What follows belongs to an exercise in optimizing a design on an open flow for small area, a short achievable clock period and few clock cycles per item; a production flow would make more cautious choices. The RTL was checked by simulation tests, not by an equivalence proof against the original design. Power and IR drop assume default switching activity.

==> flow/design.v (excerpt) <==
module seq_mult_16bit (
    input  wire         clk,
    input  wire         rst_n,
    input  wire         start,
    input  wire [15:0]  a_in,
    input  wire [15:0]  b_in,
    output wire [31:0]  p_out,
    output reg          done
);
Size in the first run: ~68 I/O pins.
export LEC_CHECK = 0
export ABC_AREA = 1
export CAP_MARGIN = 20
export CORE_MARGIN = 2
export CORE_UTILIZATION = 65
export SETUP_SLACK_MARGIN = 1.0
export SLEW_MARGIN = 20
create_clock -name core_clock -period 4.5 [get_ports {clk}]
standard.sh (not shown) runs the stock make flow with config.mk's settings and CLKGATE_MAP_FILE= SYNTH_SCRIPT=/design/flow/synth_recipe.tcl, a recipe that flattens the netlist after the stock synthesis.
==> flow/flow/run.sh <==
#!/bin/bash
set -euo pipefail
cd "$(dirname "$0")/.."
GRT_SETUP_MARGIN=0.6
bash standard.sh \
  "BUFFER_PORTS_ARGS=-buffer_cell sky130_fd_sc_hd__buf_2" \
  "SYNTH_ARGS=-noabc" \
  cts > flow_make_cts.log 2>&1
bash standard.sh \
  "BUFFER_PORTS_ARGS=-buffer_cell sky130_fd_sc_hd__buf_2" \
  "SYNTH_ARGS=-noabc" \
  "SETUP_SLACK_MARGIN=$GRT_SETUP_MARGIN" \
  finish > flow_make.log 2>&1
The starting point went through all stages and came out clean.
Testbench counts at the start, summed over its fixed seeds: cycles 2,400, items 2,400.
==> next run, changes <==
--- a/flow/config.mk
+++ b/flow/config.mk
@@ -11 +11,4 @@
-export CORE_UTILIZATION = 65
+export CORE_UTILIZATION = 55
+export CTS_BUF_LIST = sky130_fd_sc_hd__clkbuf_4 sky130_fd_sc_hd__clkbuf_8
+export CTS_CLUSTER_DIAMETER = 100
+export CTS_CLUSTER_SIZE = 32
@@ -13,0 +17 @@
+export TNS_END_PERCENT = 0
What happened:
- cell area drops by 0.98%
- maximum frequency goes down by about 0.6%
- critical path depth grows by 2
- count of clock-buffer cells in the layout is lower by 2
- via count is lower by 1.7%
- power falls by about 5%
- non-clock buffer count climbs by 7
- final cell count grows by 4.2%
- die area is higher by 17%
- core utilization went down by 11 points
- synthesized area is unchanged
==> next run, changes <==
==> flow/flow/run.sh (replaced) <==
#!/bin/bash
set -euo pipefail
cd "$(dirname "$0")/.."
bash standard.sh \
  "BUFFER_PORTS_ARGS=-buffer_cell sky130_fd_sc_hd__buf_2" \
  "SYNTH_ARGS=-noabc" \
  finish > flow_make.log 2>&1
--- a/flow/config.mk
+++ b/flow/config.mk
@@ -11,4 +11 @@
-export CORE_UTILIZATION = 55
-export CTS_BUF_LIST = sky130_fd_sc_hd__clkbuf_4 sky130_fd_sc_hd__clkbuf_8
-export CTS_CLUSTER_DIAMETER = 100
-export CTS_CLUSTER_SIZE = 32
+export CORE_UTILIZATION = 65
@@ -17 +13,0 @@
-export TNS_END_PERCENT = 0
=>
- setup slack gets better by 99 ps
- routed wire length went up by a few percent
- via count rose by a few percent
- power went up by roughly a tenth
==> next run, changes <==
--- a/flow/flow/run.sh
+++ b/flow/flow/run.sh
@@ -3,0 +4 @@
+GRT_SETUP_MARGIN=0.6
@@ -6,0 +8,5 @@
+  cts > flow_make_cts.log 2>&1
+bash standard.sh \
+  "BUFFER_PORTS_ARGS=-buffer_cell sky130_fd_sc_hd__buf_2" \
+  "SYNTH_ARGS=-noabc" \
+  "SETUP_SLACK_MARGIN=$GRT_SETUP_MARGIN" \
--- a/flow/config.mk
+++ b/flow/config.mk
@@ -11 +11,4 @@
-export CORE_UTILIZATION = 65
+export CORE_UTILIZATION = 45
+export CTS_BUF_LIST = sky130_fd_sc_hd__clkbuf_4 sky130_fd_sc_hd__clkbuf_8
+export CTS_CLUSTER_DIAMETER = 100
+export CTS_CLUSTER_SIZE = 32
Result: Synthesized cell count stays the same. Cell count increases by 6.0%. Final area falls by about 8%. Sequential power came out lower by about 6%. Global-route usage shrinks by 9.8 points. Die area goes up by about 43%. Non-clock buffer count goes down by 15. Total power went down by 13%. Sequential cell count does not change. Routed wire length came out lower by about 4.5%.
==> next run, changes <==
==> flow/flow/run.sh (replaced) <==
#!/bin/bash
set -euo pipefail
cd "$(dirname "$0")/.."
bash standard.sh \
  "BUFFER_PORTS_ARGS=-buffer_cell sky130_fd_sc_hd__buf_2" \
  "SYNTH_ARGS=-noabc" \
  finish > flow_make.log 2>&1
--- a/flow/config.mk
+++ b/flow/config.mk
@@ -11,5 +11,2 @@
-export CORE_UTILIZATION = 45
-export CTS_BUF_LIST = sky130_fd_sc_hd__clkbuf_4 sky130_fd_sc_hd__clkbuf_8
-export CTS_CLUSTER_DIAMETER = 100
-export CTS_CLUSTER_SIZE = 32
-export SETUP_SLACK_MARGIN = 1.0
+export CORE_UTILIZATION = 65
+export SETUP_SLACK_MARGIN = 0.8
After rerunning: The new run produced a clean layout; first-iteration DRC count went up by 36%; core utilization went up by 22 points; critical path depth went down by 2; design area went up by 0.74%.
==> next run, changes <==
==> flow/flow/run.sh (replaced) <==
#!/bin/bash
set -euo pipefail
cd "$(dirname "$0")/.."
GRT_SETUP_MARGIN=0.6
bash standard.sh \
  "BUFFER_PORTS_ARGS=-buffer_cell sky130_fd_sc_hd__buf_1" \
  "SYNTH_ARGS=-noabc" \
  cts > flow_make_cts.log 2>&1
bash standard.sh \
  "BUFFER_PORTS_ARGS=-buffer_cell sky130_fd_sc_hd__buf_1" \
  "SYNTH_ARGS=-noabc" \
  "SETUP_SLACK_MARGIN=$GRT_SETUP_MARGIN" \
  finish > flow_make.log 2>&1
--- a/flow/config.mk
+++ b/flow/config.mk
@@ -11,2 +11,5 @@
-export CORE_UTILIZATION = 65
-export SETUP_SLACK_MARGIN = 0.8
+export CORE_UTILIZATION = 55
+export CTS_BUF_LIST = sky130_fd_sc_hd__clkbuf_4 sky130_fd_sc_hd__clkbuf_8
+export CTS_CLUSTER_DIAMETER = 100
+export CTS_CLUSTER_SIZE = 32
+export SETUP_SLACK_MARGIN = 1.0
What happened:
- The new run produced a clean layout
- maximum frequency rose by 3.5%
- clock power came out lower by 12%
- worst hold slack loses 54 ps
- non-clock buffer count climbs by 7
- final cell count went up by 3.9%
- routed wire length shrinks by 1.3%
- power is lower by 1.5%
- worst setup slack gains 120 ps

==> what the ideal ports hide <==
The results above use ideal ports. As a check the final layouts listed here were re-extracted and re-timed, cells and wires unchanged. Step 1 sets driving cells, clkbuf_16 on the clock port and buf_2 on the other inputs (assumed; they add their load-dependent delay and slew). Step 2 also shifts input and output timing later by t, the mid clock arrival at the registers, as if the neighbouring blocks saw the same clock. a / b / c = ideal ports / drivers / drivers and shift; a / b = the first two.
run	t, ns	setup WS [ns]	worst hold slack (ns)	worst setup path at the end	worst register clock-pin slew, ns
the first run	0.382	0.946 / 0.957 / 0.576	0.319 / 0.303 / 0.684	input to register	0.05 / 0.05
the second run	0.404	0.925 / 0.934 / 0.530	0.290 / 0.276 / 0.680	input to register	0.07 / 0.07
the third run	0.379	1.024 / 0.998 / 0.656	0.323 / 0.305 / 0.684	input to register	0.06 / 0.06
the fourth run	0.405	0.942 / 0.942 / 0.550	0.293 / 0.280 / 0.685	input to register	0.07 / 0.07
the fifth run	0.378	0.839 / 0.848 / 0.470	0.323 / 0.305 / 0.683	input to register	0.05 / 0.05
the sixth run	0.409	0.963 / 0.952 / 0.543	0.269 / 0.260 / 0.669	input to register	0.07 / 0.07
After both steps every run listed still meets setup and hold. For the sixth run, which loses most, drivers alone change the setup slack by -0.011 ns; drivers and shift together by -0.420 ns.
